This design comes from an exercise in tuning for small area, a short achievable clock period and few clock cycles on the open sky130 flow, not from production work.
Function was checked by simulation only, so behaviour that the tests miss may differ from the original.
No activity file was given, so power comes from the tool's default toggle rates.

==> flow/design.v <==
module encrpytion        
    # (parameter k = 32)(
    input clk,               
    input rst,               
    input en,                
    input [k-1:0]a,          
    input [2*k-1:0]n,        
    input [k:0]e,            
    output [k-1:0]cipher,    
    output reg ready_flag    
    );
reg  [k-1:0] R;          
reg  [k-1:0] P;          
reg  [k-1:0] Ni;         
reg          bq;         
reg  [4:0]   cnt;        
reg  [4:0]   idx;        
reg          ebit;       
reg          sq;         
reg          run;        
assign cipher = R;
reg  [4:0] idx0;
integer i;
always @(*) begin
    idx0 = 5'd0;
    for (i = 1; i <= k; i = i + 1)
        if (e[i]) idx0 = i - 1;
end
wire [k+2:0] x  = {2'b00, P, 1'b0};
wire [k+2:0] y  = {3'b000, bq ? R : {k{1'b0}}};
wire [k+2:0] z1 = {3'b111, Ni};           
wire [k+2:0] z2 = {2'b11, Ni, 1'b1};      
wire [k+2:0] s1 = x ^ y ^ z1;
wire [k+2:0] c1 = (x & y) | (x & z1) | (y & z1);
wire [k+2:0] s2 = x ^ y ^ z2;
wire [k+2:0] c2 = (x & y) | (x & z2) | (y & z2);
wire [34:0] ad0_p0 = x ^ y;
wire [34:0] ad0_g0 = x & y;
wire [34:0] ad0_G0 = {ad0_g0[34:1], ad0_g0[0] | (ad0_p0[0] & 1'b0)};
wire [34:0] ad0_P0 = ad0_p0;
wire ad0_g1_1 = ad0_G0[1] | (ad0_P0[1] & ad0_G0[0]);
wire ad0_p1_1 = ad0_P0[1] & ad0_P0[0];
wire ad0_g1_3 = ad0_G0[3] | (ad0_P0[3] & ad0_G0[2]);
wire ad0_p1_3 = ad0_P0[3] & ad0_P0[2];
wire ad0_g1_5 = ad0_G0[5] | (ad0_P0[5] & ad0_G0[4]);
wire ad0_p1_5 = ad0_P0[5] & ad0_P0[4];
wire ad0_g1_7 = ad0_G0[7] | (ad0_P0[7] & ad0_G0[6]);
wire ad0_p1_7 = ad0_P0[7] & ad0_P0[6];
wire ad0_g1_9 = ad0_G0[9] | (ad0_P0[9] & ad0_G0[8]);
wire ad0_p1_9 = ad0_P0[9] & ad0_P0[8];
wire ad0_g1_11 = ad0_G0[11] | (ad0_P0[11] & ad0_G0[10]);
wire ad0_p1_11 = ad0_P0[11] & ad0_P0[10];
wire ad0_g1_13 = ad0_G0[13] | (ad0_P0[13] & ad0_G0[12]);
wire ad0_p1_13 = ad0_P0[13] & ad0_P0[12];
wire ad0_g1_15 = ad0_G0[15] | (ad0_P0[15] & ad0_G0[14]);
wire ad0_p1_15 = ad0_P0[15] & ad0_P0[14];
wire ad0_g1_17 = ad0_G0[17] | (ad0_P0[17] & ad0_G0[16]);
wire ad0_p1_17 = ad0_P0[17] & ad0_P0[16];
wire ad0_g1_19 = ad0_G0[19] | (ad0_P0[19] & ad0_G0[18]);
wire ad0_p1_19 = ad0_P0[19] & ad0_P0[18];
wire ad0_g1_21 = ad0_G0[21] | (ad0_P0[21] & ad0_G0[20]);
wire ad0_p1_21 = ad0_P0[21] & ad0_P0[20];
wire ad0_g1_23 = ad0_G0[23] | (ad0_P0[23] & ad0_G0[22]);
wire ad0_p1_23 = ad0_P0[23] & ad0_P0[22];
wire ad0_g1_25 = ad0_G0[25] | (ad0_P0[25] & ad0_G0[24]);
wire ad0_p1_25 = ad0_P0[25] & ad0_P0[24];
wire ad0_g1_27 = ad0_G0[27] | (ad0_P0[27] & ad0_G0[26]);
wire ad0_p1_27 = ad0_P0[27] & ad0_P0[26];
wire ad0_g1_29 = ad0_G0[29] | (ad0_P0[29] & ad0_G0[28]);
wire ad0_p1_29 = ad0_P0[29] & ad0_P0[28];
wire ad0_g1_31 = ad0_G0[31] | (ad0_P0[31] & ad0_G0[30]);
wire ad0_p1_31 = ad0_P0[31] & ad0_P0[30];
wire ad0_g1_33 = ad0_G0[33] | (ad0_P0[33] & ad0_G0[32]);
wire ad0_p1_33 = ad0_P0[33] & ad0_P0[32];
wire ad0_g2_2 = ad0_G0[2] | (ad0_P0[2] & ad0_g1_1);
wire ad0_p2_2 = ad0_P0[2] & ad0_p1_1;
wire ad0_g2_3 = ad0_g1_3 | (ad0_p1_3 & ad0_g1_1);
wire ad0_p2_3 = ad0_p1_3 & ad0_p1_1;
wire ad0_g2_6 = ad0_G0[6] | (ad0_P0[6] & ad0_g1_5);
wire ad0_p2_6 = ad0_P0[6] & ad0_p1_5;
wire ad0_g2_7 = ad0_g1_7 | (ad0_p1_7 & ad0_g1_5);
wire ad0_p2_7 = ad0_p1_7 & ad0_p1_5;
wire ad0_g2_10 = ad0_G0[10] | (ad0_P0[10] & ad0_g1_9);
wire ad0_p2_10 = ad0_P0[10] & ad0_p1_9;
wire ad0_g2_11 = ad0_g1_11 | (ad0_p1_11 & ad0_g1_9);
wire ad0_p2_11 = ad0_p1_11 & ad0_p1_9;
wire ad0_g2_14 = ad0_G0[14] | (ad0_P0[14] & ad0_g1_13);
wire ad0_p2_14 = ad0_P0[14] & ad0_p1_13;
wire ad0_g2_15 = ad0_g1_15 | (ad0_p1_15 & ad0_g1_13);
wire ad0_p2_15 = ad0_p1_15 & ad0_p1_13;
wire ad0_g2_18 = ad0_G0[18] | (ad0_P0[18] & ad0_g1_17);
wire ad0_p2_18 = ad0_P0[18] & ad0_p1_17;
wire ad0_g2_19 = ad0_g1_19 | (ad0_p1_19 & ad0_g1_17);
wire ad0_p2_19 = ad0_p1_19 & ad0_p1_17;
wire ad0_g2_22 = ad0_G0[22] | (ad0_P0[22] & ad0_g1_21);
wire ad0_p2_22 = ad0_P0[22] & ad0_p1_21;
wire ad0_g2_23 = ad0_g1_23 | (ad0_p1_23 & ad0_g1_21);
wire ad0_p2_23 = ad0_p1_23 & ad0_p1_21;
wire ad0_g2_26 = ad0_G0[26] | (ad0_P0[26] & ad0_g1_25);
wire ad0_p2_26 = ad0_P0[26] & ad0_p1_25;
wire ad0_g2_27 = ad0_g1_27 | (ad0_p1_27 & ad0_g1_25);
wire ad0_p2_27 = ad0_p1_27 & ad0_p1_25;
wire ad0_g2_30 = ad0_G0[30] | (ad0_P0[30] & ad0_g1_29);
wire ad0_p2_30 = ad0_P0[30] & ad0_p1_29;
wire ad0_g2_31 = ad0_g1_31 | (ad0_p1_31 & ad0_g1_29);
wire ad0_p2_31 = ad0_p1_31 & ad0_p1_29;
wire ad0_g2_34 = ad0_G0[34] | (ad0_P0[34] & ad0_g1_33);
wire ad0_p2_34 = ad0_P0[34] & ad0_p1_33;
wire ad0_g3_4 = ad0_G0[4] | (ad0_P0[4] & ad0_g2_3);
wire ad0_p3_4 = ad0_P0[4] & ad0_p2_3;
wire ad0_g3_5 = ad0_g1_5 | (ad0_p1_5 & ad0_g2_3);
wire ad0_p3_5 = ad0_p1_5 & ad0_p2_3;
wire ad0_g3_6 = ad0_g2_6 | (ad0_p2_6 & ad0_g2_3);
wire ad0_p3_6 = ad0_p2_6 & ad0_p2_3;
wire ad0_g3_7 = ad0_g2_7 | (ad0_p2_7 & ad0_g2_3);
wire ad0_p3_7 = ad0_p2_7 & ad0_p2_3;
wire ad0_g3_12 = ad0_G0[12] | (ad0_P0[12] & ad0_g2_11);
wire ad0_p3_12 = ad0_P0[12] & ad0_p2_11;
wire ad0_g3_13 = ad0_g1_13 | (ad0_p1_13 & ad0_g2_11);
wire ad0_p3_13 = ad0_p1_13 & ad0_p2_11;
wire ad0_g3_14 = ad0_g2_14 | (ad0_p2_14 & ad0_g2_11);
wire ad0_p3_14 = ad0_p2_14 & ad0_p2_11;
wire ad0_g3_15 = ad0_g2_15 | (ad0_p2_15 & ad0_g2_11);
wire ad0_p3_15 = ad0_p2_15 & ad0_p2_11;
wire ad0_g3_20 = ad0_G0[20] | (ad0_P0[20] & ad0_g2_19);
wire ad0_p3_20 = ad0_P0[20] & ad0_p2_19;
wire ad0_g3_21 = ad0_g1_21 | (ad0_p1_21 & ad0_g2_19);
wire ad0_p3_21 = ad0_p1_21 & ad0_p2_19;
wire ad0_g3_22 = ad0_g2_22 | (ad0_p2_22 & ad0_g2_19);
wire ad0_p3_22 = ad0_p2_22 & ad0_p2_19;
wire ad0_g3_23 = ad0_g2_23 | (ad0_p2_23 & ad0_g2_19);
wire ad0_p3_23 = ad0_p2_23 & ad0_p2_19;
wire ad0_g3_28 = ad0_G0[28] | (ad0_P0[28] & ad0_g2_27);
wire ad0_p3_28 = ad0_P0[28] & ad0_p2_27;
wire ad0_g3_29 = ad0_g1_29 | (ad0_p1_29 & ad0_g2_27);
wire ad0_p3_29 = ad0_p1_29 & ad0_p2_27;
wire ad0_g3_30 = ad0_g2_30 | (ad0_p2_30 & ad0_g2_27);
wire ad0_p3_30 = ad0_p2_30 & ad0_p2_27;
wire ad0_g3_31 = ad0_g2_31 | (ad0_p2_31 & ad0_g2_27);
wire ad0_p3_31 = ad0_p2_31 & ad0_p2_27;
wire ad0_g4_8 = ad0_G0[8] | (ad0_P0[8] & ad0_g3_7);
wire ad0_p4_8 = ad0_P0[8] & ad0_p3_7;
wire ad0_g4_9 = ad0_g1_9 | (ad0_p1_9 & ad0_g3_7);
wire ad0_p4_9 = ad0_p1_9 & ad0_p3_7;
wire ad0_g4_10 = ad0_g2_10 | (ad0_p2_10 & ad0_g3_7);
wire ad0_p4_10 = ad0_p2_10 & ad0_p3_7;
wire ad0_g4_11 = ad0_g2_11 | (ad0_p2_11 & ad0_g3_7);
wire ad0_p4_11 = ad0_p2_11 & ad0_p3_7;
wire ad0_g4_12 = ad0_g3_12 | (ad0_p3_12 & ad0_g3_7);
wire ad0_p4_12 = ad0_p3_12 & ad0_p3_7;
wire ad0_g4_13 = ad0_g3_13 | (ad0_p3_13 & ad0_g3_7);
wire ad0_p4_13 = ad0_p3_13 & ad0_p3_7;
wire ad0_g4_14 = ad0_g3_14 | (ad0_p3_14 & ad0_g3_7);
wire ad0_p4_14 = ad0_p3_14 & ad0_p3_7;
wire ad0_g4_15 = ad0_g3_15 | (ad0_p3_15 & ad0_g3_7);
wire ad0_p4_15 = ad0_p3_15 & ad0_p3_7;
wire ad0_g4_24 = ad0_G0[24] | (ad0_P0[24] & ad0_g3_23);
wire ad0_p4_24 = ad0_P0[24] & ad0_p3_23;
wire ad0_g4_25 = ad0_g1_25 | (ad0_p1_25 & ad0_g3_23);
wire ad0_p4_25 = ad0_p1_25 & ad0_p3_23;
wire ad0_g4_26 = ad0_g2_26 | (ad0_p2_26 & ad0_g3_23);
wire ad0_p4_26 = ad0_p2_26 & ad0_p3_23;
wire ad0_g4_27 = ad0_g2_27 | (ad0_p2_27 & ad0_g3_23);
wire ad0_p4_27 = ad0_p2_27 & ad0_p3_23;
wire ad0_g4_28 = ad0_g3_28 | (ad0_p3_28 & ad0_g3_23);
wire ad0_p4_28 = ad0_p3_28 & ad0_p3_23;
wire ad0_g4_29 = ad0_g3_29 | (ad0_p3_29 & ad0_g3_23);
wire ad0_p4_29 = ad0_p3_29 & ad0_p3_23;
wire ad0_g4_30 = ad0_g3_30 | (ad0_p3_30 & ad0_g3_23);
wire ad0_p4_30 = ad0_p3_30 & ad0_p3_23;
wire ad0_g4_31 = ad0_g3_31 | (ad0_p3_31 & ad0_g3_23);
wire ad0_p4_31 = ad0_p3_31 & ad0_p3_23;
wire ad0_g5_16 = ad0_G0[16] | (ad0_P0[16] & ad0_g4_15);
wire ad0_p5_16 = ad0_P0[16] & ad0_p4_15;
wire ad0_g5_17 = ad0_g1_17 | (ad0_p1_17 & ad0_g4_15);
wire ad0_p5_17 = ad0_p1_17 & ad0_p4_15;
wire ad0_g5_18 = ad0_g2_18 | (ad0_p2_18 & ad0_g4_15);
wire ad0_p5_18 = ad0_p2_18 & ad0_p4_15;
wire ad0_g5_19 = ad0_g2_19 | (ad0_p2_19 & ad0_g4_15);
wire ad0_p5_19 = ad0_p2_19 & ad0_p4_15;
wire ad0_g5_20 = ad0_g3_20 | (ad0_p3_20 & ad0_g4_15);
wire ad0_p5_20 = ad0_p3_20 & ad0_p4_15;
wire ad0_g5_21 = ad0_g3_21 | (ad0_p3_21 & ad0_g4_15);
wire ad0_p5_21 = ad0_p3_21 & ad0_p4_15;
wire ad0_g5_22 = ad0_g3_22 | (ad0_p3_22 & ad0_g4_15);
wire ad0_p5_22 = ad0_p3_22 & ad0_p4_15;
wire ad0_g5_23 = ad0_g3_23 | (ad0_p3_23 & ad0_g4_15);
wire ad0_p5_23 = ad0_p3_23 & ad0_p4_15;
wire ad0_g5_24 = ad0_g4_24 | (ad0_p4_24 & ad0_g4_15);
wire ad0_p5_24 = ad0_p4_24 & ad0_p4_15;
wire ad0_g5_25 = ad0_g4_25 | (ad0_p4_25 & ad0_g4_15);
wire ad0_p5_25 = ad0_p4_25 & ad0_p4_15;
wire ad0_g5_26 = ad0_g4_26 | (ad0_p4_26 & ad0_g4_15);
wire ad0_p5_26 = ad0_p4_26 & ad0_p4_15;
wire ad0_g5_27 = ad0_g4_27 | (ad0_p4_27 & ad0_g4_15);
wire ad0_p5_27 = ad0_p4_27 & ad0_p4_15;
wire ad0_g5_28 = ad0_g4_28 | (ad0_p4_28 & ad0_g4_15);
wire ad0_p5_28 = ad0_p4_28 & ad0_p4_15;
wire ad0_g5_29 = ad0_g4_29 | (ad0_p4_29 & ad0_g4_15);
wire ad0_p5_29 = ad0_p4_29 & ad0_p4_15;
wire ad0_g5_30 = ad0_g4_30 | (ad0_p4_30 & ad0_g4_15);
wire ad0_p5_30 = ad0_p4_30 & ad0_p4_15;
wire ad0_g5_31 = ad0_g4_31 | (ad0_p4_31 & ad0_g4_15);
wire ad0_p5_31 = ad0_p4_31 & ad0_p4_15;
wire ad0_g6_32 = ad0_G0[32] | (ad0_P0[32] & ad0_g5_31);
wire ad0_p6_32 = ad0_P0[32] & ad0_p5_31;
wire ad0_g6_33 = ad0_g1_33 | (ad0_p1_33 & ad0_g5_31);
wire ad0_p6_33 = ad0_p1_33 & ad0_p5_31;
wire ad0_g6_34 = ad0_g2_34 | (ad0_p2_34 & ad0_g5_31);
wire ad0_p6_34 = ad0_p2_34 & ad0_p5_31;
wire [34:0] t0 = ad0_p0 ^ {ad0_g6_33, ad0_g6_32, ad0_g5_31, ad0_g5_30, ad0_g5_29, ad0_g5_28, ad0_g5_27, ad0_g5_26, ad0_g5_25, ad0_g5_24, ad0_g5_23, ad0_g5_22, ad0_g5_21, ad0_g5_20, ad0_g5_19, ad0_g5_18, ad0_g5_17, ad0_g5_16, ad0_g4_15, ad0_g4_14, ad0_g4_13, ad0_g4_12, ad0_g4_11, ad0_g4_10, ad0_g4_9, ad0_g4_8, ad0_g3_7, ad0_g3_6, ad0_g3_5, ad0_g3_4, ad0_g2_3, ad0_g2_2, ad0_g1_1, ad0_G0[0], 1'b0};
wire [34:0] ad1_p0 = s1 ^ {c1[k+1:0], 1'b0};
wire [34:0] ad1_g0 = s1 & {c1[k+1:0], 1'b0};
wire [34:0] ad1_G0 = {ad1_g0[34:1], ad1_g0[0] | (ad1_p0[0] & 1'b1)};
wire [34:0] ad1_P0 = ad1_p0;
wire ad1_g1_1 = ad1_G0[1] | (ad1_P0[1] & ad1_G0[0]);
wire ad1_p1_1 = ad1_P0[1] & ad1_P0[0];
wire ad1_g1_3 = ad1_G0[3] | (ad1_P0[3] & ad1_G0[2]);
wire ad1_p1_3 = ad1_P0[3] & ad1_P0[2];
wire ad1_g1_5 = ad1_G0[5] | (ad1_P0[5] & ad1_G0[4]);
wire ad1_p1_5 = ad1_P0[5] & ad1_P0[4];
wire ad1_g1_7 = ad1_G0[7] | (ad1_P0[7] & ad1_G0[6]);
wire ad1_p1_7 = ad1_P0[7] & ad1_P0[6];
wire ad1_g1_9 = ad1_G0[9] | (ad1_P0[9] & ad1_G0[8]);
wire ad1_p1_9 = ad1_P0[9] & ad1_P0[8];
wire ad1_g1_11 = ad1_G0[11] | (ad1_P0[11] & ad1_G0[10]);
wire ad1_p1_11 = ad1_P0[11] & ad1_P0[10];
wire ad1_g1_13 = ad1_G0[13] | (ad1_P0[13] & ad1_G0[12]);
wire ad1_p1_13 = ad1_P0[13] & ad1_P0[12];
wire ad1_g1_15 = ad1_G0[15] | (ad1_P0[15] & ad1_G0[14]);
wire ad1_p1_15 = ad1_P0[15] & ad1_P0[14];
wire ad1_g1_17 = ad1_G0[17] | (ad1_P0[17] & ad1_G0[16]);
wire ad1_p1_17 = ad1_P0[17] & ad1_P0[16];
wire ad1_g1_19 = ad1_G0[19] | (ad1_P0[19] & ad1_G0[18]);
wire ad1_p1_19 = ad1_P0[19] & ad1_P0[18];
wire ad1_g1_21 = ad1_G0[21] | (ad1_P0[21] & ad1_G0[20]);
wire ad1_p1_21 = ad1_P0[21] & ad1_P0[20];
wire ad1_g1_23 = ad1_G0[23] | (ad1_P0[23] & ad1_G0[22]);
wire ad1_p1_23 = ad1_P0[23] & ad1_P0[22];
wire ad1_g1_25 = ad1_G0[25] | (ad1_P0[25] & ad1_G0[24]);
wire ad1_p1_25 = ad1_P0[25] & ad1_P0[24];
wire ad1_g1_27 = ad1_G0[27] | (ad1_P0[27] & ad1_G0[26]);
wire ad1_p1_27 = ad1_P0[27] & ad1_P0[26];
wire ad1_g1_29 = ad1_G0[29] | (ad1_P0[29] & ad1_G0[28]);
wire ad1_p1_29 = ad1_P0[29] & ad1_P0[28];
wire ad1_g1_31 = ad1_G0[31] | (ad1_P0[31] & ad1_G0[30]);
wire ad1_p1_31 = ad1_P0[31] & ad1_P0[30];
wire ad1_g1_33 = ad1_G0[33] | (ad1_P0[33] & ad1_G0[32]);
wire ad1_p1_33 = ad1_P0[33] & ad1_P0[32];
wire ad1_g2_2 = ad1_G0[2] | (ad1_P0[2] & ad1_g1_1);
wire ad1_p2_2 = ad1_P0[2] & ad1_p1_1;
wire ad1_g2_3 = ad1_g1_3 | (ad1_p1_3 & ad1_g1_1);
wire ad1_p2_3 = ad1_p1_3 & ad1_p1_1;
wire ad1_g2_6 = ad1_G0[6] | (ad1_P0[6] & ad1_g1_5);
wire ad1_p2_6 = ad1_P0[6] & ad1_p1_5;
wire ad1_g2_7 = ad1_g1_7 | (ad1_p1_7 & ad1_g1_5);
wire ad1_p2_7 = ad1_p1_7 & ad1_p1_5;
wire ad1_g2_10 = ad1_G0[10] | (ad1_P0[10] & ad1_g1_9);
wire ad1_p2_10 = ad1_P0[10] & ad1_p1_9;
wire ad1_g2_11 = ad1_g1_11 | (ad1_p1_11 & ad1_g1_9);
wire ad1_p2_11 = ad1_p1_11 & ad1_p1_9;
wire ad1_g2_14 = ad1_G0[14] | (ad1_P0[14] & ad1_g1_13);
wire ad1_p2_14 = ad1_P0[14] & ad1_p1_13;
wire ad1_g2_15 = ad1_g1_15 | (ad1_p1_15 & ad1_g1_13);
wire ad1_p2_15 = ad1_p1_15 & ad1_p1_13;
wire ad1_g2_18 = ad1_G0[18] | (ad1_P0[18] & ad1_g1_17);
wire ad1_p2_18 = ad1_P0[18] & ad1_p1_17;
wire ad1_g2_19 = ad1_g1_19 | (ad1_p1_19 & ad1_g1_17);
wire ad1_p2_19 = ad1_p1_19 & ad1_p1_17;
wire ad1_g2_22 = ad1_G0[22] | (ad1_P0[22] & ad1_g1_21);
wire ad1_p2_22 = ad1_P0[22] & ad1_p1_21;
wire ad1_g2_23 = ad1_g1_23 | (ad1_p1_23 & ad1_g1_21);
wire ad1_p2_23 = ad1_p1_23 & ad1_p1_21;
wire ad1_g2_26 = ad1_G0[26] | (ad1_P0[26] & ad1_g1_25);
wire ad1_p2_26 = ad1_P0[26] & ad1_p1_25;
wire ad1_g2_27 = ad1_g1_27 | (ad1_p1_27 & ad1_g1_25);
wire ad1_p2_27 = ad1_p1_27 & ad1_p1_25;
wire ad1_g2_30 = ad1_G0[30] | (ad1_P0[30] & ad1_g1_29);
wire ad1_p2_30 = ad1_P0[30] & ad1_p1_29;
wire ad1_g2_31 = ad1_g1_31 | (ad1_p1_31 & ad1_g1_29);
wire ad1_p2_31 = ad1_p1_31 & ad1_p1_29;
wire ad1_g2_34 = ad1_G0[34] | (ad1_P0[34] & ad1_g1_33);
wire ad1_p2_34 = ad1_P0[34] & ad1_p1_33;
wire ad1_g3_4 = ad1_G0[4] | (ad1_P0[4] & ad1_g2_3);
wire ad1_p3_4 = ad1_P0[4] & ad1_p2_3;
wire ad1_g3_5 = ad1_g1_5 | (ad1_p1_5 & ad1_g2_3);
wire ad1_p3_5 = ad1_p1_5 & ad1_p2_3;
wire ad1_g3_6 = ad1_g2_6 | (ad1_p2_6 & ad1_g2_3);
wire ad1_p3_6 = ad1_p2_6 & ad1_p2_3;
wire ad1_g3_7 = ad1_g2_7 | (ad1_p2_7 & ad1_g2_3);
wire ad1_p3_7 = ad1_p2_7 & ad1_p2_3;
wire ad1_g3_12 = ad1_G0[12] | (ad1_P0[12] & ad1_g2_11);
wire ad1_p3_12 = ad1_P0[12] & ad1_p2_11;
wire ad1_g3_13 = ad1_g1_13 | (ad1_p1_13 & ad1_g2_11);
wire ad1_p3_13 = ad1_p1_13 & ad1_p2_11;
wire ad1_g3_14 = ad1_g2_14 | (ad1_p2_14 & ad1_g2_11);
wire ad1_p3_14 = ad1_p2_14 & ad1_p2_11;
wire ad1_g3_15 = ad1_g2_15 | (ad1_p2_15 & ad1_g2_11);
wire ad1_p3_15 = ad1_p2_15 & ad1_p2_11;
wire ad1_g3_20 = ad1_G0[20] | (ad1_P0[20] & ad1_g2_19);
wire ad1_p3_20 = ad1_P0[20] & ad1_p2_19;
wire ad1_g3_21 = ad1_g1_21 | (ad1_p1_21 & ad1_g2_19);
wire ad1_p3_21 = ad1_p1_21 & ad1_p2_19;
wire ad1_g3_22 = ad1_g2_22 | (ad1_p2_22 & ad1_g2_19);
wire ad1_p3_22 = ad1_p2_22 & ad1_p2_19;
wire ad1_g3_23 = ad1_g2_23 | (ad1_p2_23 & ad1_g2_19);
wire ad1_p3_23 = ad1_p2_23 & ad1_p2_19;
wire ad1_g3_28 = ad1_G0[28] | (ad1_P0[28] & ad1_g2_27);
wire ad1_p3_28 = ad1_P0[28] & ad1_p2_27;
wire ad1_g3_29 = ad1_g1_29 | (ad1_p1_29 & ad1_g2_27);
wire ad1_p3_29 = ad1_p1_29 & ad1_p2_27;
wire ad1_g3_30 = ad1_g2_30 | (ad1_p2_30 & ad1_g2_27);
wire ad1_p3_30 = ad1_p2_30 & ad1_p2_27;
wire ad1_g3_31 = ad1_g2_31 | (ad1_p2_31 & ad1_g2_27);
wire ad1_p3_31 = ad1_p2_31 & ad1_p2_27;
wire ad1_g4_8 = ad1_G0[8] | (ad1_P0[8] & ad1_g3_7);
wire ad1_p4_8 = ad1_P0[8] & ad1_p3_7;
wire ad1_g4_9 = ad1_g1_9 | (ad1_p1_9 & ad1_g3_7);
wire ad1_p4_9 = ad1_p1_9 & ad1_p3_7;
wire ad1_g4_10 = ad1_g2_10 | (ad1_p2_10 & ad1_g3_7);
wire ad1_p4_10 = ad1_p2_10 & ad1_p3_7;
wire ad1_g4_11 = ad1_g2_11 | (ad1_p2_11 & ad1_g3_7);
wire ad1_p4_11 = ad1_p2_11 & ad1_p3_7;
wire ad1_g4_12 = ad1_g3_12 | (ad1_p3_12 & ad1_g3_7);
wire ad1_p4_12 = ad1_p3_12 & ad1_p3_7;
wire ad1_g4_13 = ad1_g3_13 | (ad1_p3_13 & ad1_g3_7);
wire ad1_p4_13 = ad1_p3_13 & ad1_p3_7;
wire ad1_g4_14 = ad1_g3_14 | (ad1_p3_14 & ad1_g3_7);
wire ad1_p4_14 = ad1_p3_14 & ad1_p3_7;
wire ad1_g4_15 = ad1_g3_15 | (ad1_p3_15 & ad1_g3_7);
wire ad1_p4_15 = ad1_p3_15 & ad1_p3_7;
wire ad1_g4_24 = ad1_G0[24] | (ad1_P0[24] & ad1_g3_23);
wire ad1_p4_24 = ad1_P0[24] & ad1_p3_23;
wire ad1_g4_25 = ad1_g1_25 | (ad1_p1_25 & ad1_g3_23);
wire ad1_p4_25 = ad1_p1_25 & ad1_p3_23;
wire ad1_g4_26 = ad1_g2_26 | (ad1_p2_26 & ad1_g3_23);
wire ad1_p4_26 = ad1_p2_26 & ad1_p3_23;
wire ad1_g4_27 = ad1_g2_27 | (ad1_p2_27 & ad1_g3_23);
wire ad1_p4_27 = ad1_p2_27 & ad1_p3_23;
wire ad1_g4_28 = ad1_g3_28 | (ad1_p3_28 & ad1_g3_23);
wire ad1_p4_28 = ad1_p3_28 & ad1_p3_23;
wire ad1_g4_29 = ad1_g3_29 | (ad1_p3_29 & ad1_g3_23);
wire ad1_p4_29 = ad1_p3_29 & ad1_p3_23;
wire ad1_g4_30 = ad1_g3_30 | (ad1_p3_30 & ad1_g3_23);
wire ad1_p4_30 = ad1_p3_30 & ad1_p3_23;
wire ad1_g4_31 = ad1_g3_31 | (ad1_p3_31 & ad1_g3_23);
wire ad1_p4_31 = ad1_p3_31 & ad1_p3_23;
wire ad1_g5_16 = ad1_G0[16] | (ad1_P0[16] & ad1_g4_15);
wire ad1_p5_16 = ad1_P0[16] & ad1_p4_15;
wire ad1_g5_17 = ad1_g1_17 | (ad1_p1_17 & ad1_g4_15);
wire ad1_p5_17 = ad1_p1_17 & ad1_p4_15;
wire ad1_g5_18 = ad1_g2_18 | (ad1_p2_18 & ad1_g4_15);
wire ad1_p5_18 = ad1_p2_18 & ad1_p4_15;
wire ad1_g5_19 = ad1_g2_19 | (ad1_p2_19 & ad1_g4_15);
wire ad1_p5_19 = ad1_p2_19 & ad1_p4_15;
wire ad1_g5_20 = ad1_g3_20 | (ad1_p3_20 & ad1_g4_15);
wire ad1_p5_20 = ad1_p3_20 & ad1_p4_15;
wire ad1_g5_21 = ad1_g3_21 | (ad1_p3_21 & ad1_g4_15);
wire ad1_p5_21 = ad1_p3_21 & ad1_p4_15;
wire ad1_g5_22 = ad1_g3_22 | (ad1_p3_22 & ad1_g4_15);
wire ad1_p5_22 = ad1_p3_22 & ad1_p4_15;
wire ad1_g5_23 = ad1_g3_23 | (ad1_p3_23 & ad1_g4_15);
wire ad1_p5_23 = ad1_p3_23 & ad1_p4_15;
wire ad1_g5_24 = ad1_g4_24 | (ad1_p4_24 & ad1_g4_15);
wire ad1_p5_24 = ad1_p4_24 & ad1_p4_15;
wire ad1_g5_25 = ad1_g4_25 | (ad1_p4_25 & ad1_g4_15);
wire ad1_p5_25 = ad1_p4_25 & ad1_p4_15;
wire ad1_g5_26 = ad1_g4_26 | (ad1_p4_26 & ad1_g4_15);
wire ad1_p5_26 = ad1_p4_26 & ad1_p4_15;
wire ad1_g5_27 = ad1_g4_27 | (ad1_p4_27 & ad1_g4_15);
wire ad1_p5_27 = ad1_p4_27 & ad1_p4_15;
wire ad1_g5_28 = ad1_g4_28 | (ad1_p4_28 & ad1_g4_15);
wire ad1_p5_28 = ad1_p4_28 & ad1_p4_15;
wire ad1_g5_29 = ad1_g4_29 | (ad1_p4_29 & ad1_g4_15);
wire ad1_p5_29 = ad1_p4_29 & ad1_p4_15;
wire ad1_g5_30 = ad1_g4_30 | (ad1_p4_30 & ad1_g4_15);
wire ad1_p5_30 = ad1_p4_30 & ad1_p4_15;
wire ad1_g5_31 = ad1_g4_31 | (ad1_p4_31 & ad1_g4_15);
wire ad1_p5_31 = ad1_p4_31 & ad1_p4_15;
wire ad1_g6_32 = ad1_G0[32] | (ad1_P0[32] & ad1_g5_31);
wire ad1_p6_32 = ad1_P0[32] & ad1_p5_31;
wire ad1_g6_33 = ad1_g1_33 | (ad1_p1_33 & ad1_g5_31);
wire ad1_p6_33 = ad1_p1_33 & ad1_p5_31;
wire ad1_g6_34 = ad1_g2_34 | (ad1_p2_34 & ad1_g5_31);
wire ad1_p6_34 = ad1_p2_34 & ad1_p5_31;
wire [34:0] t1 = ad1_p0 ^ {ad1_g6_33, ad1_g6_32, ad1_g5_31, ad1_g5_30, ad1_g5_29, ad1_g5_28, ad1_g5_27, ad1_g5_26, ad1_g5_25, ad1_g5_24, ad1_g5_23, ad1_g5_22, ad1_g5_21, ad1_g5_20, ad1_g5_19, ad1_g5_18, ad1_g5_17, ad1_g5_16, ad1_g4_15, ad1_g4_14, ad1_g4_13, ad1_g4_12, ad1_g4_11, ad1_g4_10, ad1_g4_9, ad1_g4_8, ad1_g3_7, ad1_g3_6, ad1_g3_5, ad1_g3_4, ad1_g2_3, ad1_g2_2, ad1_g1_1, ad1_G0[0], 1'b1};
wire [34:0] ad2_p0 = s2 ^ {c2[k+1:0], 1'b0};
wire [34:0] ad2_g0 = s2 & {c2[k+1:0], 1'b0};
wire [34:0] ad2_G0 = {ad2_g0[34:1], ad2_g0[0] | (ad2_p0[0] & 1'b1)};
wire [34:0] ad2_P0 = ad2_p0;
wire ad2_g1_1 = ad2_G0[1] | (ad2_P0[1] & ad2_G0[0]);
wire ad2_p1_1 = ad2_P0[1] & ad2_P0[0];
wire ad2_g1_3 = ad2_G0[3] | (ad2_P0[3] & ad2_G0[2]);
wire ad2_p1_3 = ad2_P0[3] & ad2_P0[2];
wire ad2_g1_5 = ad2_G0[5] | (ad2_P0[5] & ad2_G0[4]);
wire ad2_p1_5 = ad2_P0[5] & ad2_P0[4];
wire ad2_g1_7 = ad2_G0[7] | (ad2_P0[7] & ad2_G0[6]);
wire ad2_p1_7 = ad2_P0[7] & ad2_P0[6];
wire ad2_g1_9 = ad2_G0[9] | (ad2_P0[9] & ad2_G0[8]);
wire ad2_p1_9 = ad2_P0[9] & ad2_P0[8];
wire ad2_g1_11 = ad2_G0[11] | (ad2_P0[11] & ad2_G0[10]);
wire ad2_p1_11 = ad2_P0[11] & ad2_P0[10];
wire ad2_g1_13 = ad2_G0[13] | (ad2_P0[13] & ad2_G0[12]);
wire ad2_p1_13 = ad2_P0[13] & ad2_P0[12];
wire ad2_g1_15 = ad2_G0[15] | (ad2_P0[15] & ad2_G0[14]);
wire ad2_p1_15 = ad2_P0[15] & ad2_P0[14];
wire ad2_g1_17 = ad2_G0[17] | (ad2_P0[17] & ad2_G0[16]);
wire ad2_p1_17 = ad2_P0[17] & ad2_P0[16];
wire ad2_g1_19 = ad2_G0[19] | (ad2_P0[19] & ad2_G0[18]);
wire ad2_p1_19 = ad2_P0[19] & ad2_P0[18];
wire ad2_g1_21 = ad2_G0[21] | (ad2_P0[21] & ad2_G0[20]);
wire ad2_p1_21 = ad2_P0[21] & ad2_P0[20];
wire ad2_g1_23 = ad2_G0[23] | (ad2_P0[23] & ad2_G0[22]);
wire ad2_p1_23 = ad2_P0[23] & ad2_P0[22];
wire ad2_g1_25 = ad2_G0[25] | (ad2_P0[25] & ad2_G0[24]);
wire ad2_p1_25 = ad2_P0[25] & ad2_P0[24];
wire ad2_g1_27 = ad2_G0[27] | (ad2_P0[27] & ad2_G0[26]);
wire ad2_p1_27 = ad2_P0[27] & ad2_P0[26];
wire ad2_g1_29 = ad2_G0[29] | (ad2_P0[29] & ad2_G0[28]);
wire ad2_p1_29 = ad2_P0[29] & ad2_P0[28];
wire ad2_g1_31 = ad2_G0[31] | (ad2_P0[31] & ad2_G0[30]);
wire ad2_p1_31 = ad2_P0[31] & ad2_P0[30];
wire ad2_g1_33 = ad2_G0[33] | (ad2_P0[33] & ad2_G0[32]);
wire ad2_p1_33 = ad2_P0[33] & ad2_P0[32];
wire ad2_g2_2 = ad2_G0[2] | (ad2_P0[2] & ad2_g1_1);
wire ad2_p2_2 = ad2_P0[2] & ad2_p1_1;
wire ad2_g2_3 = ad2_g1_3 | (ad2_p1_3 & ad2_g1_1);
wire ad2_p2_3 = ad2_p1_3 & ad2_p1_1;
wire ad2_g2_6 = ad2_G0[6] | (ad2_P0[6] & ad2_g1_5);
wire ad2_p2_6 = ad2_P0[6] & ad2_p1_5;
wire ad2_g2_7 = ad2_g1_7 | (ad2_p1_7 & ad2_g1_5);
wire ad2_p2_7 = ad2_p1_7 & ad2_p1_5;
wire ad2_g2_10 = ad2_G0[10] | (ad2_P0[10] & ad2_g1_9);
wire ad2_p2_10 = ad2_P0[10] & ad2_p1_9;
wire ad2_g2_11 = ad2_g1_11 | (ad2_p1_11 & ad2_g1_9);
wire ad2_p2_11 = ad2_p1_11 & ad2_p1_9;
wire ad2_g2_14 = ad2_G0[14] | (ad2_P0[14] & ad2_g1_13);
wire ad2_p2_14 = ad2_P0[14] & ad2_p1_13;
wire ad2_g2_15 = ad2_g1_15 | (ad2_p1_15 & ad2_g1_13);
wire ad2_p2_15 = ad2_p1_15 & ad2_p1_13;
wire ad2_g2_18 = ad2_G0[18] | (ad2_P0[18] & ad2_g1_17);
wire ad2_p2_18 = ad2_P0[18] & ad2_p1_17;
wire ad2_g2_19 = ad2_g1_19 | (ad2_p1_19 & ad2_g1_17);
wire ad2_p2_19 = ad2_p1_19 & ad2_p1_17;
wire ad2_g2_22 = ad2_G0[22] | (ad2_P0[22] & ad2_g1_21);
wire ad2_p2_22 = ad2_P0[22] & ad2_p1_21;
wire ad2_g2_23 = ad2_g1_23 | (ad2_p1_23 & ad2_g1_21);
wire ad2_p2_23 = ad2_p1_23 & ad2_p1_21;
wire ad2_g2_26 = ad2_G0[26] | (ad2_P0[26] & ad2_g1_25);
wire ad2_p2_26 = ad2_P0[26] & ad2_p1_25;
wire ad2_g2_27 = ad2_g1_27 | (ad2_p1_27 & ad2_g1_25);
wire ad2_p2_27 = ad2_p1_27 & ad2_p1_25;
wire ad2_g2_30 = ad2_G0[30] | (ad2_P0[30] & ad2_g1_29);
wire ad2_p2_30 = ad2_P0[30] & ad2_p1_29;
wire ad2_g2_31 = ad2_g1_31 | (ad2_p1_31 & ad2_g1_29);
wire ad2_p2_31 = ad2_p1_31 & ad2_p1_29;
wire ad2_g2_34 = ad2_G0[34] | (ad2_P0[34] & ad2_g1_33);
wire ad2_p2_34 = ad2_P0[34] & ad2_p1_33;
wire ad2_g3_4 = ad2_G0[4] | (ad2_P0[4] & ad2_g2_3);
wire ad2_p3_4 = ad2_P0[4] & ad2_p2_3;
wire ad2_g3_5 = ad2_g1_5 | (ad2_p1_5 & ad2_g2_3);
wire ad2_p3_5 = ad2_p1_5 & ad2_p2_3;
wire ad2_g3_6 = ad2_g2_6 | (ad2_p2_6 & ad2_g2_3);
wire ad2_p3_6 = ad2_p2_6 & ad2_p2_3;
wire ad2_g3_7 = ad2_g2_7 | (ad2_p2_7 & ad2_g2_3);
wire ad2_p3_7 = ad2_p2_7 & ad2_p2_3;
wire ad2_g3_12 = ad2_G0[12] | (ad2_P0[12] & ad2_g2_11);
wire ad2_p3_12 = ad2_P0[12] & ad2_p2_11;
wire ad2_g3_13 = ad2_g1_13 | (ad2_p1_13 & ad2_g2_11);
wire ad2_p3_13 = ad2_p1_13 & ad2_p2_11;
wire ad2_g3_14 = ad2_g2_14 | (ad2_p2_14 & ad2_g2_11);
wire ad2_p3_14 = ad2_p2_14 & ad2_p2_11;
wire ad2_g3_15 = ad2_g2_15 | (ad2_p2_15 & ad2_g2_11);
wire ad2_p3_15 = ad2_p2_15 & ad2_p2_11;
wire ad2_g3_20 = ad2_G0[20] | (ad2_P0[20] & ad2_g2_19);
wire ad2_p3_20 = ad2_P0[20] & ad2_p2_19;
wire ad2_g3_21 = ad2_g1_21 | (ad2_p1_21 & ad2_g2_19);
wire ad2_p3_21 = ad2_p1_21 & ad2_p2_19;
wire ad2_g3_22 = ad2_g2_22 | (ad2_p2_22 & ad2_g2_19);
wire ad2_p3_22 = ad2_p2_22 & ad2_p2_19;
wire ad2_g3_23 = ad2_g2_23 | (ad2_p2_23 & ad2_g2_19);
wire ad2_p3_23 = ad2_p2_23 & ad2_p2_19;
wire ad2_g3_28 = ad2_G0[28] | (ad2_P0[28] & ad2_g2_27);
wire ad2_p3_28 = ad2_P0[28] & ad2_p2_27;
wire ad2_g3_29 = ad2_g1_29 | (ad2_p1_29 & ad2_g2_27);
wire ad2_p3_29 = ad2_p1_29 & ad2_p2_27;
wire ad2_g3_30 = ad2_g2_30 | (ad2_p2_30 & ad2_g2_27);
wire ad2_p3_30 = ad2_p2_30 & ad2_p2_27;
wire ad2_g3_31 = ad2_g2_31 | (ad2_p2_31 & ad2_g2_27);
wire ad2_p3_31 = ad2_p2_31 & ad2_p2_27;
wire ad2_g4_8 = ad2_G0[8] | (ad2_P0[8] & ad2_g3_7);
wire ad2_p4_8 = ad2_P0[8] & ad2_p3_7;
wire ad2_g4_9 = ad2_g1_9 | (ad2_p1_9 & ad2_g3_7);
wire ad2_p4_9 = ad2_p1_9 & ad2_p3_7;
wire ad2_g4_10 = ad2_g2_10 | (ad2_p2_10 & ad2_g3_7);
wire ad2_p4_10 = ad2_p2_10 & ad2_p3_7;
wire ad2_g4_11 = ad2_g2_11 | (ad2_p2_11 & ad2_g3_7);
wire ad2_p4_11 = ad2_p2_11 & ad2_p3_7;
wire ad2_g4_12 = ad2_g3_12 | (ad2_p3_12 & ad2_g3_7);
wire ad2_p4_12 = ad2_p3_12 & ad2_p3_7;
wire ad2_g4_13 = ad2_g3_13 | (ad2_p3_13 & ad2_g3_7);
wire ad2_p4_13 = ad2_p3_13 & ad2_p3_7;
wire ad2_g4_14 = ad2_g3_14 | (ad2_p3_14 & ad2_g3_7);
wire ad2_p4_14 = ad2_p3_14 & ad2_p3_7;
wire ad2_g4_15 = ad2_g3_15 | (ad2_p3_15 & ad2_g3_7);
wire ad2_p4_15 = ad2_p3_15 & ad2_p3_7;
wire ad2_g4_24 = ad2_G0[24] | (ad2_P0[24] & ad2_g3_23);
wire ad2_p4_24 = ad2_P0[24] & ad2_p3_23;
wire ad2_g4_25 = ad2_g1_25 | (ad2_p1_25 & ad2_g3_23);
wire ad2_p4_25 = ad2_p1_25 & ad2_p3_23;
wire ad2_g4_26 = ad2_g2_26 | (ad2_p2_26 & ad2_g3_23);
wire ad2_p4_26 = ad2_p2_26 & ad2_p3_23;
wire ad2_g4_27 = ad2_g2_27 | (ad2_p2_27 & ad2_g3_23);
wire ad2_p4_27 = ad2_p2_27 & ad2_p3_23;
wire ad2_g4_28 = ad2_g3_28 | (ad2_p3_28 & ad2_g3_23);
wire ad2_p4_28 = ad2_p3_28 & ad2_p3_23;
wire ad2_g4_29 = ad2_g3_29 | (ad2_p3_29 & ad2_g3_23);
wire ad2_p4_29 = ad2_p3_29 & ad2_p3_23;
wire ad2_g4_30 = ad2_g3_30 | (ad2_p3_30 & ad2_g3_23);
wire ad2_p4_30 = ad2_p3_30 & ad2_p3_23;
wire ad2_g4_31 = ad2_g3_31 | (ad2_p3_31 & ad2_g3_23);
wire ad2_p4_31 = ad2_p3_31 & ad2_p3_23;
wire ad2_g5_16 = ad2_G0[16] | (ad2_P0[16] & ad2_g4_15);
wire ad2_p5_16 = ad2_P0[16] & ad2_p4_15;
wire ad2_g5_17 = ad2_g1_17 | (ad2_p1_17 & ad2_g4_15);
wire ad2_p5_17 = ad2_p1_17 & ad2_p4_15;
wire ad2_g5_18 = ad2_g2_18 | (ad2_p2_18 & ad2_g4_15);
wire ad2_p5_18 = ad2_p2_18 & ad2_p4_15;
wire ad2_g5_19 = ad2_g2_19 | (ad2_p2_19 & ad2_g4_15);
wire ad2_p5_19 = ad2_p2_19 & ad2_p4_15;
wire ad2_g5_20 = ad2_g3_20 | (ad2_p3_20 & ad2_g4_15);
wire ad2_p5_20 = ad2_p3_20 & ad2_p4_15;
wire ad2_g5_21 = ad2_g3_21 | (ad2_p3_21 & ad2_g4_15);
wire ad2_p5_21 = ad2_p3_21 & ad2_p4_15;
wire ad2_g5_22 = ad2_g3_22 | (ad2_p3_22 & ad2_g4_15);
wire ad2_p5_22 = ad2_p3_22 & ad2_p4_15;
wire ad2_g5_23 = ad2_g3_23 | (ad2_p3_23 & ad2_g4_15);
wire ad2_p5_23 = ad2_p3_23 & ad2_p4_15;
wire ad2_g5_24 = ad2_g4_24 | (ad2_p4_24 & ad2_g4_15);
wire ad2_p5_24 = ad2_p4_24 & ad2_p4_15;
wire ad2_g5_25 = ad2_g4_25 | (ad2_p4_25 & ad2_g4_15);
wire ad2_p5_25 = ad2_p4_25 & ad2_p4_15;
wire ad2_g5_26 = ad2_g4_26 | (ad2_p4_26 & ad2_g4_15);
wire ad2_p5_26 = ad2_p4_26 & ad2_p4_15;
wire ad2_g5_27 = ad2_g4_27 | (ad2_p4_27 & ad2_g4_15);
wire ad2_p5_27 = ad2_p4_27 & ad2_p4_15;
wire ad2_g5_28 = ad2_g4_28 | (ad2_p4_28 & ad2_g4_15);
wire ad2_p5_28 = ad2_p4_28 & ad2_p4_15;
wire ad2_g5_29 = ad2_g4_29 | (ad2_p4_29 & ad2_g4_15);
wire ad2_p5_29 = ad2_p4_29 & ad2_p4_15;
wire ad2_g5_30 = ad2_g4_30 | (ad2_p4_30 & ad2_g4_15);
wire ad2_p5_30 = ad2_p4_30 & ad2_p4_15;
wire ad2_g5_31 = ad2_g4_31 | (ad2_p4_31 & ad2_g4_15);
wire ad2_p5_31 = ad2_p4_31 & ad2_p4_15;
wire ad2_g6_32 = ad2_G0[32] | (ad2_P0[32] & ad2_g5_31);
wire ad2_p6_32 = ad2_P0[32] & ad2_p5_31;
wire ad2_g6_33 = ad2_g1_33 | (ad2_p1_33 & ad2_g5_31);
wire ad2_p6_33 = ad2_p1_33 & ad2_p5_31;
wire ad2_g6_34 = ad2_g2_34 | (ad2_p2_34 & ad2_g5_31);
wire ad2_p6_34 = ad2_p2_34 & ad2_p5_31;
wire [34:0] t2 = ad2_p0 ^ {ad2_g6_33, ad2_g6_32, ad2_g5_31, ad2_g5_30, ad2_g5_29, ad2_g5_28, ad2_g5_27, ad2_g5_26, ad2_g5_25, ad2_g5_24, ad2_g5_23, ad2_g5_22, ad2_g5_21, ad2_g5_20, ad2_g5_19, ad2_g5_18, ad2_g5_17, ad2_g5_16, ad2_g4_15, ad2_g4_14, ad2_g4_13, ad2_g4_12, ad2_g4_11, ad2_g4_10, ad2_g4_9, ad2_g4_8, ad2_g3_7, ad2_g3_6, ad2_g3_5, ad2_g3_4, ad2_g2_3, ad2_g2_2, ad2_g1_1, ad2_G0[0], 1'b1};
wire [k-1:0] res = !t2[k+2] ? t2[k-1:0] : !t1[k+2] ? t1[k-1:0] : t0[k-1:0];
wire last   = (cnt == 5'd31);
wire domul  = sq & ebit;
wire finish = last & ~domul & (idx == 5'd0);
wire idle   = ~run & ~ready_flag;
always @(posedge clk or posedge rst) begin
    if (rst) begin
        run <= 1'b0;
        ready_flag <= 1'b0;
    end else begin
        run <= en & (idle | (run & ~finish));
        ready_flag <= en & (ready_flag | (run & finish));
    end
end
always @(posedge clk)
    Ni <= ~n[k-1:0];
always @(posedge clk) begin
    ebit <= e[idx];
    P <= (idle | last) ? {k{1'b0}} : res;
    if (idle) begin
        R   <= a;
        bq  <= a[k-1];
        cnt <= 5'd30;
        idx <= idx0;
        sq  <= 1'b1;
    end else if (run) begin
        cnt <= cnt - 5'd1;
        if (last) begin
            R <= res;
            if (domul) begin
                sq <= 1'b0;
                bq <= a[k-1];
            end else begin
                sq  <= 1'b1;
                bq  <= res[k-1];
                idx <= idx - 5'd1;
            end
        end else begin
            bq <= sq ? R[cnt] : a[cnt];
        end
    end
end
endmodule
==> flow/flow/run.sh <==
#!/bin/bash
# Standard ORFS layout (the standard.sh, unchanged synthesis); every
# input and output port still gets its own buffer, but a plain buf_1
# instead of the delay buffer buffer_ports picks by itself.
set -euo pipefail
export BUFFER_PORTS_ARGS="-buffer_cell sky130_fd_sc_hd__buf_1"
bash standard.sh > standard.log 2>&1
==> flow/standard.sh <==
#!/bin/bash
# synth_recipe.tcl (not shown) runs the flow's synth.tcl, then flattens the netlist and writes it again
# the make line also repeats each setting of config.mk as NAME=value (left out here)
make -C /OpenROAD-flow-scripts/flow DESIGN_CONFIG=/design/flow/config.mk WORK_HOME=/design/flow/orfs CLKGATE_MAP_FILE= SYNTH_SCRIPT=/design/flow/synth_recipe.tcl "${@:-finish}"
==> flow/config.mk <==
export PLATFORM = sky130hd
export DESIGN_NAME = encrpytion
export DESIGN_NICKNAME = encrpytion
export VERILOG_FILES = /design/flow/design.v
export SDC_FILE = /design/flow/constraint.sdc
export NUM_CORES = 4
export LEC_CHECK = 0
export ABC_AREA = 1
export CAP_MARGIN = 20
export CORE_MARGIN = 2
export CORE_UTILIZATION = 55
export CTS_BUF_LIST = sky130_fd_sc_hd__clkbuf_8
export CTS_CLUSTER_SIZE = 30
export PLACE_DENSITY = 0.7
export SETUP_SLACK_MARGIN = 5
export SLEW_MARGIN = 20
==> flow/constraint.sdc <==
create_clock -name core_clock -period 10.0 [get_ports {clk}]
set_input_delay 2.0000 -clock core_clock [delete_from_list [all_inputs] [get_ports {clk}]]
set_output_delay 2.0000 -clock core_clock [all_outputs]
set_load 0.01 [all_outputs]
==> results of run 1 <==
[how the worst max path moves through the flow]
stage	startpoint	endpoint	slack [ns]	cells after the start
2_1_floorplan	bq	bq	6.16	31
3_3_place_gp	bq	bq	4.80	26
3_5_place_dp	bq	bq	4.78	26
4_1_cts	bq	R[19]	5.27	26
5_1_grt	bq	R[21]	4.98	28
6_report	bq	R[28]	5.28	24
[layer usage]
layer	GRT usage	routed length, um	vias up
met2	0.460	13000	324
met4	0.0855	683	0
met1	0.389	12700	4425
met5	0	0	-
li1	-	-	4719
met3	0.0469	1960	50
[registers in the layout, indices dropped and copies added, names as in the netlist]
register    flops
R              32
ebit            1
run             1
idx             5
cnt             5
sq              1
bq              1
ready_flag      1
Ni             32
P              32
[placed cells by master, fill, tap and decap left out, types with 3 or more instances in the layout]
cell,instances
o22ai_1,10
o21ai_4,3
o21bai_1,3
or2_2,13
nand2_1,246
o21ai_0,98
fa_1,76
nand4_1,6
o21ai_1,27
o21ai_2,5
o211ai_2,6
inv_1,203
edfxtp_1,38
o221ai_1,4
buf_4,9
ha_1,97
dfxtp_1,71
a21oi_1,85
o211ai_1,7
nand3_1,56
nor3_1,14
nand2_2,9
buf_1,132
a211oi_1,4
a22oi_1,4
inv_2,3
nand3_2,4
xnor2_1,25
a221oi_1,4
nor2_1,154
clkbuf_8,10
nand2_4,3
a31oi_1,11
o21a_1,4
xor2_1,25
[logic make-up (layout without fill, tap and decap cells)]
kind of cell	after synthesis	in the layout	share of synthesized area
AOI/OAI and AO/OA	286	286	0.160
xor gates and xnor gates	50	50	0.0412
adders and majority gates	173	173	0.257
buffers and inverters	244	361	0.0929
DFF	111	111	0.246
and+or+nand+nor	513	514	0.203
[layout make-up]
type	instances	share of cell area
multi-input combinational	1023	0.612
sequential	111	0.227
inverter	204	0.0672
timing repair buffer	141	0.0489
tap	260	0.0283
clock buffer	10	0.0120
clock inverter	6	0.00424
[what timing repair did]
item | CTS | global route
gates cloned | 0 | 1
setup buffers | 2 | 0
gates resized for setup | 1 | 1
endpoints found under the setup margin | 42 | 31
[stage by stage]
step / setup slack (ns) / std cells / utilization / total power [mW] / cell area, um^2
after floorplan: 6.16 / 1377 / - / 3.06 / 10600
after global placement: 4.80 / 1736 / 0.599 / 3.61 / 11300
final: 5.28 / 1755 / 0.611 / 4.02 / 11500
after global routing: 4.98 / 1755 / 0.611 / 4.46 / 11500
after detailed placement: 4.78 / 1736 / 0.599 / 3.68 / 11300
after CTS: 5.27 / 1754 / 0.610 / 3.99 / 11500
[power by group through the flow]
stage	sequential, mW	clock (mW)	combinational [mW]
2_1_floorplan	0.779	0	2.28
3_3_place_gp	0.802	0	2.81
3_5_place_dp	0.804	0	2.88
4_1_cts	0.791	0.288	2.91
5_1_grt	0.809	0.302	3.35
6_report	0.789	0.281	2.95
==> results.sh, run 1 <==
export IMPL_ys_seq_area_frac=0.246
export IMPL_antenna_cells=0
export IMPL_synth_ff_type="dfxtp_1"
export IMPL_relSlewSlack=0.412
export IMPL_start_util=0.564
export IMPL_p_int_mw=1.90
export IMPL_ff_latch_area_mm2=0.00261
export IMPL_setup_violations=0
export IMPL_syn_area_mm2=0.0106
export IMPL_worstMarginPinSlew_ns=0.881
export IMPL_cp_end_kind="flop"
export IMPL_final_hold_viol_count=0
export IMPL_r2r_cells=24
export IMPL_grt_max_degree=42
export IMPL_worstSetupPathType="reg -> reg"
export IMPL_min_path_cells=1
export IMPL_synth_seq_cells=111
export IMPL_root_buffer="clkbuf_8"
export IMPL_core_rowCount=50
export IMPL_yosys_area_top_type_share=0.143
export IMPL_routedWlPerCell_um=16.1
export IMPL_ctsHoldBuffers=0
export IMPL_synthArstFlopShare=0.0180
export IMPL_cp_max_fo=33
export IMPL_die_area_mm2=0.0204
export IMPL_switching_share=0.529
export IMPL_r2r_end="R[28]"
export IMPL_post_route_period_util=0.472
export IMPL_min_to="cnt[4]"
export IMPL_syn_mean_instance_area_um2=7.72
export IMPL_hold_ws_ns=0.542
export IMPL_clk_path_buf_depth=2
export IMPL_synth_fp_nets=1682
export IMPL_tns_ns=0
export IMPL_clock_latency_ns=0.41
export IMPL_grt_usage=0.283
export IMPL_crit_required_ns=10.14
export IMPL_synthToLayoutAreaGrowth_pct=8.27
export IMPL_cts_clk_slew_worst_paths_ns=0.12
export IMPL_finalClockSkew_ns=0.0208
export IMPL_start_kind="flop"
export IMPL_grt_pass1_wl_um=45200
export IMPL_pin_count=165
export IMPL_synth_commonest_cells="nand2_1 (246), inv_1 (198), nor2_1 (155)"
export IMPL_drt_iter0_drc=566
export IMPL_synth_distinct_cells=55
export IMPL_yosysWarnings=1
export IMPL_ir_drop_mv=0.129
export IMPL_core_mm2=0.0188
export IMPL_grt_antenna_before_repair=0
export IMPL_rsz0062_at_grt="yes"
export IMPL_syn_inst=1377
export IMPL_cts_tree="done"
export IMPL_rr_startpoint="bq"
export IMPL_slowest_stage="edfxtp_1"
export IMPL_vias_per_cell=5.42
export IMPL_min_from="cnt[4]"
export IMPL_dr_total_vias=9518
export IMPL_worstPathArrival_ns=4.86
export IMPL_p_clk_frac=0.070
export IMPL_fillers=1762
export IMPL_drive_above_1_share=0.0508
export IMPL_fmax_ghz=0.212
export IMPL_yosysTopAreaCell="fa_1"
export IMPL_hp_class="reg -> reg"
export IMPL_die_w_um=143
export IMPL_synth_edff_count=38
export IMPL_multiInputGateArea_mm2=0.00704
export IMPL_hpwlAfterDp_um=21500
export IMPL_cts_sinks=111
export IMPL_cap_violations=0
export IMPL_cp_num_buf_inv=4
export IMPL_synth_area_leaders="fa_1 (14%), dfxtp_1 (13%), ha_1 (11%)"
export IMPL_drv_slew=0
export IMPL_cpLargestDelayFamily="compound AO/OA/AOI/OAI gates"
export IMPL_period_needed_ns=4.72
export IMPL_die_y_um=143
export IMPL_power_leakage_nw=5.63
export IMPL_crit_top_cell="nand2_2"
export IMPL_first_global_vias=9095
export IMPL_gp_congestion=0.891
export IMPL_rrSetupSlack_ns=5.28
export IMPL_power_frac_seq=0.196
export IMPL_cts_max_level=3
export IMPL_max_stage_delay_ns=0.56
export IMPL_wl_um=28300
export IMPL_first_pass_iters=5
export IMPL_drtAntennaViolNets=0
export IMPL_status="timing/DRC/antenna clean"
export IMPL_final_nets=1795
export IMPL_cts_buffers=9
export IMPL_overflow=0
export IMPL_drc_errors=0
export IMPL_pwr_share_comb=0.734
export IMPL_powerDensity_mw_per_mm2=350
export IMPL_io_buffer_count=132
export IMPL_path_cells="buf_4, nand2_1, inv_1, fa_1, ha_1, a21oi_1, nand2_2, nand2_2, nand2_2, nand2_2, nand2_2, a21oi_2, o21a_4, o21ai_4, inv_2, o21ai_2, nand2_1, nand2_1, nand2_2, nand2_4, inv_6, nand3_1, o21ai_1, o21ai_1"
export IMPL_p_sw_mw=2.13
export IMPL_synth_most_common_cell="nand2_1"
Testbench counts, summed over its fixed seeds: cycles 6,240.
==> run 2: changes to the inputs <==
--- a/flow/config.mk
+++ b/flow/config.mk
@@ -10,7 +10,6 @@
 export CORE_MARGIN = 2
 export CORE_UTILIZATION = 55
 export CTS_BUF_LIST = sky130_fd_sc_hd__clkbuf_8
-export CTS_CLUSTER_SIZE = 30
 export PLACE_DENSITY = 0.7
 export SETUP_SLACK_MARGIN = 5
 export SLEW_MARGIN = 20
==> run 2 against run 1 <==
Net effect:
- via count stayed put
- first-iteration DRC count unchanged
- sequential share of layout area stayed put
- sequential power is essentially flat
- clock-buffer cell count did not move
- clock skew unchanged
- global-route usage unchanged
- non-clock buffer count is the same
- design area unchanged
- largest power group unchanged
- synthesized cell count did not move
- die area unchanged
- flip-flop and latch count unchanged
==> results.sh, run 2 <==
export IMPL_status="timing/DRC/antenna clean"
export IMPL_crit_required_ns=10.14
export IMPL_first_global_vias=9095
export IMPL_core_rowCount=50
export IMPL_synthArstFlopShare=0.0180
export IMPL_powerDensity_mw_per_mm2=350
export IMPL_rsz0062_at_grt="yes"
export IMPL_synth_fp_nets=1682
export IMPL_most_common_layout_cells="nand2_1 (246), inv_1 (203), nor2_1 (154)"
export IMPL_pin_count=165
export IMPL_die_w_um=143
export IMPL_yosysWarnings=1
export IMPL_hp_class="reg -> reg"
export IMPL_postLayoutSetupSlackWorst_ns=5.28
export IMPL_antenna_cells=0
export IMPL_multiInputGateArea_mm2=0.00704
export IMPL_ys_seq_area_frac=0.246
export IMPL_crit_top_cell="nand2_2"
export IMPL_cts_buffers=9
export IMPL_syn_inst=1377
export IMPL_fmax_ghz=0.212
export IMPL_tns_ns=0
export IMPL_path_cells="buf_4, nand2_1, inv_1, fa_1, ha_1, a21oi_1, nand2_2, nand2_2, nand2_2, nand2_2, nand2_2, a21oi_2, o21a_4, o21ai_4, inv_2, o21ai_2, nand2_1, nand2_1, nand2_2, nand2_4, inv_6, nand3_1, o21ai_1, o21ai_1"
export IMPL_dr_total_vias=9518
export IMPL_synth_ff_type="dfxtp_1"
export IMPL_p_sw_mw=2.13
export IMPL_p_clk_frac=0.070
export IMPL_drv_slew=0
export IMPL_root_buffer="clkbuf_8"
export IMPL_cp_end_kind="flop"
export IMPL_die_y_um=143
export IMPL_finalClockSkew_ns=0.0208
export IMPL_reg_largest_list="Ni x32, P x32, R x32"
export IMPL_final_common_cell="nand2_1"
export IMPL_synth_edff_count=38
export IMPL_worstPathArrival_ns=4.86
export IMPL_ir_drop_mv=0.129
export IMPL_dpl_instance_area_mm2=0.0113
export IMPL_wl_um=28300
export IMPL_synth_most_common_cell="nand2_1"
export IMPL_grt_max_degree=42
export IMPL_relSlewSlack=0.412
export IMPL_cp_max_fo=33
export IMPL_worstSetupPathType="reg -> reg"
export IMPL_io_buffer_count=132
export IMPL_hpwlAfterDp_um=21500
export IMPL_routedWlPerCell_um=16.1
export IMPL_power_frac_seq=0.196
export IMPL_worstMarginPinSlew_ns=0.881
export IMPL_overflow=0
export IMPL_core_mm2=0.0188
export IMPL_grt_usage=0.283
export IMPL_synth_commonest_cells="nand2_1 (246), inv_1 (198), nor2_1 (155)"
export IMPL_cp_num_buf_inv=4
export IMPL_fin_area_mm2=0.0115
export IMPL_yosysTopAreaCell="fa_1"
export IMPL_final_nets=1795
export IMPL_gp_congestion=0.891
export IMPL_cts_clk_slew_worst_paths_ns=0.12
export IMPL_drive_above_1_share=0.0508
export IMPL_max_stage_delay_ns=0.56
export IMPL_vias_per_cell=5.42
export IMPL_fillers=1762
export IMPL_drc_errors=0
export IMPL_power_leakage_nw=5.63
export IMPL_clk_path_buf_depth=2
export IMPL_pwr_share_comb=0.734
export IMPL_total_power_mw=4.02
export IMPL_cap_violations=0
export IMPL_synth_distinct_cells=55
export IMPL_first_pass_iters=5
export IMPL_cts_max_level=3
export IMPL_cts_tree="done"
export IMPL_syn_mean_instance_area_um2=7.72
export IMPL_place_ws_ns=4.78
export IMPL_period_needed_ns=4.72
export IMPL_die_area_mm2=0.0204
export IMPL_final_hold_viol_count=0
export IMPL_setup_violations=0
export IMPL_grt_pass1_wl_um=45200
export IMPL_start_kind="flop"
export IMPL_ff_latch_area_mm2=0.00261
export IMPL_cpLargestDelayFamily="compound AO/OA/AOI/OAI gates"
export IMPL_synthToLayoutAreaGrowth_pct=8.27
export IMPL_p_int_mw=1.90
export IMPL_slowest_stage="edfxtp_1"
export IMPL_synth_seq_cells=111
export IMPL_yosys_area_top_type_share=0.143
export IMPL_clock_latency_ns=0.41
export IMPL_grt_antenna_before_repair=0
export IMPL_cts_sinks=111
export IMPL_drtAntennaViolNets=0
export IMPL_post_route_period_util=0.472
export IMPL_switching_share=0.529
export IMPL_drt_iter0_drc=566
export IMPL_syn_area_mm2=0.0106
export IMPL_synth_area_leaders="fa_1 (14%), dfxtp_1 (13%), ha_1 (11%)"
export IMPL_start_util=0.564
[run 2: cell counts after synthesis]
No cell type changed its count.
[run 2: stage by stage]
stage | std cells | hold slack [ns] | util
floorplan | 1377 | 0.477 | -
global placement | 1736 | 0.502 | 0.599
detailed placement | 1736 | 0.520 | 0.599
CTS | 1754 | 0.539 | 0.610
global route | 1755 | 0.591 | 0.611
finish | 1755 | 0.542 | 0.611
[run 2: cell families (layout without fill, tap and decap cells)]
group                      after synthesis  in the layout  synth area share
adders and majority gates              173            173             0.257
DFF                                    111            111             0.246
buffers and inverters                  244            361            0.0929
xor gates and xnor gates                50             50            0.0412
and+or+nand+nor                        513            514             0.203
AOI/OAI and AO/OA                      286            286             0.160
[run 2: worst reg2reg max path: stages, from the launching register on]
cell and delay [ns]:
edfxtp_1 0.56, buf_4 0.22, nand2_1 0.05, inv_1 0.12, fa_1 0.45, ha_1 0.34
a21oi_1 0.17, nand2_2 0.10, nand2_2 0.07, nand2_2 0.06, nand2_2 0.06, nand2_2 0.08
a21oi_2 0.30, o21a_4 0.25, o21ai_4 0.11, inv_2 0.11, o21ai_2 0.07, nand2_1 0.08
nand2_1 0.06, nand2_2 0.07, nand2_4 0.28, inv_6 0.43, nand3_1 0.14, o21ai_1 0.17
o21ai_1 0.09
[run 2: area by class of cell]
| cell class | instances | share of cell area |
|---|---|---|
| Clock buffer | 10 | 0.0120 |
| Clock inverter | 6 | 0.00424 |
| Inverter | 204 | 0.0672 |
| Multi-Input combinational cell | 1023 | 0.612 |
| Sequential cell | 111 | 0.227 |
| Tap cell | 260 | 0.0283 |
| Timing Repair Buffer | 141 | 0.0489 |
[run 2: worst paths after layout]
path | from | cells after the start | slack (ns) | end
max | bq | 24 | 5.28 | R[28]
min | cnt[4] | 1 | 0.54 | cnt[4]
max reg2reg | bq | 24 | 5.28 | R[28]
min reg2reg | cnt[4] | 1 | 0.54 | cnt[4]
max in group asynchronous | rst | 2 | 8.48 | run
min in group asynchronous | rst | 2 | 1.40 | ready_flag
[run 2: per-layer routing]
metal	GRT usage	vias up	routed length, um
met3	0.0469	50	1960
met2	0.460	324	13000
met1	0.389	4425	12700
met4	0.0855	0	683
met5	0	-	0
li1	-	4719	-
[run 2: power by group through the flow]
stage          Sequential [mW]  Combinational [mW]  Clock, mW
4_1_cts                  0.791                2.91      0.288
6_report                 0.789                2.95      0.281
3_3_place_gp             0.802                2.81          0
3_5_place_dp             0.804                2.88          0
5_1_grt                  0.809                3.35      0.302
2_1_floorplan            0.779                2.28          0
[run 2: repair_timing]
item / in CTS / in global routing
cloned: 0 / 1
setup endpoints to repair: 42 / 31
hold buffers: 0 / 0
resized for setup: 1 / 1
buffers inserted: 2 / 0

## port drivers added, routing unchanged
No port has a modelled driver above. Below, the same layouts with a new extraction and two added sets of constraints.
Step 1 sets driving cells, clkbuf_16 on the clock port and buf_2 on the other inputs (assumed; they add their load-dependent delay and slew).
Step 2 moves the port delays by t, midway between the first and last clock arrival at a register: inputs arrive t later, outputs are due t later. That takes back most of the time a late clock gives input paths.
Slacks: ideal ports / drivers / drivers and shift; pairs: ideal ports / drivers.
| run | t (ns) | setup slack, ns | pins driven straight from the clock port |
|---|---|---|---|
| run 1 | 0.444 | 5.282 / 5.282 / 5.282 | 1 |
| run 2 | 0.444 | 5.282 / 5.282 / 5.282 | 1 |
After both steps every run listed still meets setup and hold.
